Background: an optimization exercise with open tools, aiming at small area. Do not read the settings as production practice.
In this exercise RTL edits were held to simulation tests only and were not proved equivalent to the original.
No activity file was given, so power comes from the tool's default toggle rates.

Setup of try-onyx:
## I2C_MASTER_SLAVE
module I2C_MASTER_SLAVE(
	clk,
	reset,
	start,
	ready,
	send,
	datasend,
	sended,
	receive,
	datareceive,
	received,
	sda_i,
	scl_i,
	sda_o,
	scl_o
);
==> flow/config.mk <==
export PLATFORM = sky130hd
export DESIGN_NAME = I2C_MASTER_SLAVE
export DESIGN_NICKNAME = I2C_MASTER_SLAVE
export VERILOG_FILES = /design/flow/design.v
export SDC_FILE = /design/flow/constraint.sdc
export NUM_CORES = 4
export LEC_CHECK = 0
export CAP_MARGIN = 20
export CORE_MARGIN = 2
export CORE_UTILIZATION = 40
export CTS_BUF_LIST = sky130_fd_sc_hd__clkbuf_8
export PLACE_DENSITY = 0.6
export SLEW_MARGIN = 20
==> flow/constraint.sdc <==
create_clock -name core_clock -period 10.0 [get_ports {clk}]
set_input_delay 2.0000 -clock core_clock [delete_from_list [all_inputs] [get_ports {clk}]]
set_output_delay 2.0000 -clock core_clock [all_outputs]
set_load 0.01 [all_outputs]
standard.sh (not shown) runs the stock make flow with config.mk's settings and CLKGATE_MAP_FILE= SYNTH_SCRIPT=/design/flow/synth_recipe.tcl, a recipe that flattens the netlist after the stock synthesis.
==> flow/flow/run.sh <==
#!/bin/bash
# Own layout flow: the standard ORFS flow (standard.sh's make command), with
#  - synthesis: the standard script, but the combinational logic mapped by an
#    area-oriented ABC script (flow/area.abc) and no half/full adder extraction,
#  - port buffers: the smallest buffer (sky130_fd_sc_hd__buf_1),
#  - the extra make variables in flow/extra.mk (one VAR=value per line).
# Each tool's output goes to the ORFS logs (orfs/logs/...); make's own output
# goes to flow.log here.
set -euo pipefail
W=$(pwd)
sed 's|log_cmd abc {\*}\$abc_args|set i [lsearch $abc_args -script]; lset abc_args [expr {$i+1}] '"$W"'/flow/area.abc\n  log_cmd abc {*}$abc_args|' \
  "$FLOW_HOME/scripts/synth.tcl" > "$W/own_synth_body.tcl"
grep -q "flow/area.abc" "$W/own_synth_body.tcl"
sed 's|source \$::env(SCRIPTS_DIR)/synth.tcl|source '"$W"'/own_synth_body.tcl|' synth_recipe.tcl > "$W/own_synth.tcl"
grep -q "own_synth_body.tcl" "$W/own_synth.tcl"
# standard.sh with our synthesis script and extra variables
python3 - "$W" <<'PY'
import shlex, sys, re
w = sys.argv[1]
s = open(f"{w}/standard.sh").read()
extra = ["ADDER_MAP_FILE=", "BUFFER_PORTS_ARGS=-buffer_cell sky130_fd_sc_hd__buf_1"]
try:
    extra += [l.strip() for l in open(f"{w}/flow/extra.mk") if l.strip() and not l.startswith("#")]
except FileNotFoundError:
    pass
add = " ".join(shlex.quote(x) for x in extra)
s2 = re.sub(r"SYNTH_SCRIPT=\S+", lambda m: f"SYNTH_SCRIPT={w}/own_synth.tcl {add}", s, count=1)
assert s2 != s
open(f"{w}/own_standard.sh", "w").write(s2)
PY
cp "$W/own_standard.sh" "$W/own_standard.log"
bash "$W/own_standard.sh" > "$W/flow.log" 2>&1
==> flow/flow/area.abc <==
strash
dc2
dch -f
map -a
topo
==> flow/flow/extra.mk <==
CTS_ARGS=-sink_clustering_enable -repair_clock_nets -dont_use_dummy_load -buf_list sky130_fd_sc_hd__clkbuf_8
try-onyx: PASS, flow complete, no timing, DRC or antenna violations
The inputs of try-umber differ from those of try-onyx as listed below.
==> flow/flow/extra.mk <==
CTS_ARGS=-sink_clustering_enable -repair_clock_nets -dont_use_dummy_load -buf_list sky130_fd_sc_hd__clkbuf_16 -sink_clustering_size 40 -sink_clustering_max_diameter 400
Results
Area growth from synthesis to final layout up 2.8 points in try-umber wrt try-onyx. try-umber -> try-onyx: multi-input gate count flat. Total power, try-umber and try-onyx: larger value in try-umber. The final reports for try-umber and try-onyx show sequential share of layout area lower in the former. Per the comparison of try-umber with try-onyx, worst setup slack roughly the same, fraction of power consumed by sequential logic lost 3.3 points, combinational power share decreased 3.3 points, final hold slack shrank by 0.0038 ns, fill cell instance count of the final layout saw a decrease. try-umber and try-onyx ended up with roughly the same all-layer global routing usage. Wire length delta (try-umber -> try-onyx): insignificant. try-umber finished all stages; the layout is clean.
## Diff of input files: try-delta against try-umber
==> flow/flow/run.sh <==
#!/bin/bash
# Own layout flow: the standard ORFS flow, with
#  - synthesis: the standard script, but the combinational logic mapped by an
#    area-oriented ABC script (flow/area.abc) and no half/full adder extraction,
#  - port buffers: the smallest buffer (sky130_fd_sc_hd__buf_1),
# everything else as standard.sh does it. Each tool's output goes to the ORFS
# logs (orfs/logs/...); make's own output goes to flow.log here.
set -euo pipefail
W=$(pwd)
sed 's|log_cmd abc {\*}\$abc_args|set i [lsearch $abc_args -script]; lset abc_args [expr {$i+1}] '"$W"'/flow/area.abc\n  log_cmd abc {*}$abc_args|' \
  "$FLOW_HOME/scripts/synth.tcl" > "$W/own_synth_body.tcl"
grep -q "flow/area.abc" "$W/own_synth_body.tcl"
sed 's|source \$::env(SCRIPTS_DIR)/synth.tcl|source '"$W"'/own_synth_body.tcl|' synth_recipe.tcl > "$W/own_synth.tcl"
grep -q "own_synth_body.tcl" "$W/own_synth.tcl"
sed -E 's|SYNTH_SCRIPT=[^ ]+|SYNTH_SCRIPT='"$W"'/own_synth.tcl ADDER_MAP_FILE= '"'"'BUFFER_PORTS_ARGS=-buffer_cell sky130_fd_sc_hd__buf_1'"'"'|' standard.sh > "$W/own_standard.sh"
grep -q "own_synth.tcl" "$W/own_standard.sh"
cat "$W/own_standard.sh" > "$W/own_standard.log"
bash "$W/own_standard.sh" > "$W/flow.log" 2>&1
removed: flow/flow/extra.mk
[summary]
Re net switching fraction of the power: try-umber was lower than try-delta. try-umber -> try-delta: sequential cell count delta 0, exact match. Delta (try-delta minus try-umber): overall fraction of global-route tracks in use dropped 0.21 points; clock skew dropped 0.021 ns; core utilization dropped 0.37 points.

* * *

I2C_MASTER_SLAVE, a different RTL version from the one above (not shown whole).
For scale: about 580 cells after synthesis, ~76 flip-flops, about 0.0039 sq mm of cells after synthesis.
clock: 10.0 ns
lec_check: 0
cap_margin: 20
core_margin: 2
core_utilization: 40
cts_buf_list: sky130_fd_sc_hd__clkbuf_8
place_density: 0.6
slew_margin: 20
==> flow/flow/run.sh <==
#!/bin/bash
# Own layout flow: the standard ORFS flow, with
#  - synthesis: the standard script, but the combinational logic mapped by an
#    area-oriented ABC script (flow/area.abc) and no half/full adder extraction,
#  - port buffers: the smallest buffer (sky130_fd_sc_hd__buf_1),
# everything else as standard.sh does it. Each tool's output goes to the ORFS
# logs (orfs/logs/...); make's own output goes to flow.log here.
set -euo pipefail
W=$(pwd)
sed 's|log_cmd abc {\*}\$abc_args|set i [lsearch $abc_args -script]; lset abc_args [expr {$i+1}] '"$W"'/flow/area.abc\n  log_cmd abc {*}$abc_args|' \
  "$FLOW_HOME/scripts/synth.tcl" > "$W/own_synth_body.tcl"
grep -q "flow/area.abc" "$W/own_synth_body.tcl"
sed 's|source \$::env(SCRIPTS_DIR)/synth.tcl|source '"$W"'/own_synth_body.tcl|' synth_recipe.tcl > "$W/own_synth.tcl"
grep -q "own_synth_body.tcl" "$W/own_synth.tcl"
sed -E 's|SYNTH_SCRIPT=[^ ]+|SYNTH_SCRIPT='"$W"'/own_synth.tcl ADDER_MAP_FILE= '"'"'BUFFER_PORTS_ARGS=-buffer_cell sky130_fd_sc_hd__buf_1'"'"'|' standard.sh > "$W/own_standard.sh"
grep -q "own_synth.tcl" "$W/own_standard.sh"
cat "$W/own_standard.sh" > "$W/own_standard.log"
bash "$W/own_standard.sh" > "$W/flow.log" 2>&1
Scripts as last shown in full above: flow/flow/area.abc
The starting point went through all stages and came out clean.
Change:
==> flow/run.sh (new file) <==
#!/bin/bash
# synth_recipe.tcl (not shown) runs the flow's synth.tcl, then flattens the netlist and writes it again
# the make line also repeats each setting of config.mk as NAME=value (left out here)
make -C /OpenROAD-flow-scripts/flow DESIGN_CONFIG=/design/flow/config.mk WORK_HOME=/design/flow/orfs CLKGATE_MAP_FILE= SYNTH_SCRIPT=/design/flow/synth_recipe.tcl finish
CTS_CLUSTER_SIZE = 40   (was default)
removed: flow/flow/run.sh
removed: flow/flow/area.abc
removed: flow/standard.sh
The new run produced a clean layout.
Global-route usage decreases by 0.59 points.
First-iteration DRC count increases by 51%.
Final area increases by 22%.
Critical path depth stays the same.
Worst hold slack gets worse by 10 ps.
Change:
CORE_UTILIZATION = 65   (was 40)
CTS_CLUSTER_SIZE = default   (was 40)
PLACE_DENSITY = 0.85   (was 0.6)
Setup slack got worse by 210 ps.
Flip-flop and latch count is unchanged.
Sequential power rises by about 3%.
Utilization rises by 26 points.
Total power falls by 0.59%.
Change:
CORE_UTILIZATION = 40   (was 65)
CTS_BUF_LIST = default   (was sky130_fd_sc_hd__clkbuf_8)
PLACE_DENSITY = 0.6   (was 0.85)
The changed run produced a clean layout.
Non-clock buffer count is higher by 1.
Routed wire length is higher by 4.7%.
Die area is higher by 59%.
Power is higher by 11%.
Worst setup slack improves by 220 ps.
First-iteration DRC count is lower by 41%.
Combinational power is higher by about 4%.
Worst hold slack degrades by 14 ps.
Cell area is higher by 3.9%.
Flip-flop and latch count stays the same.
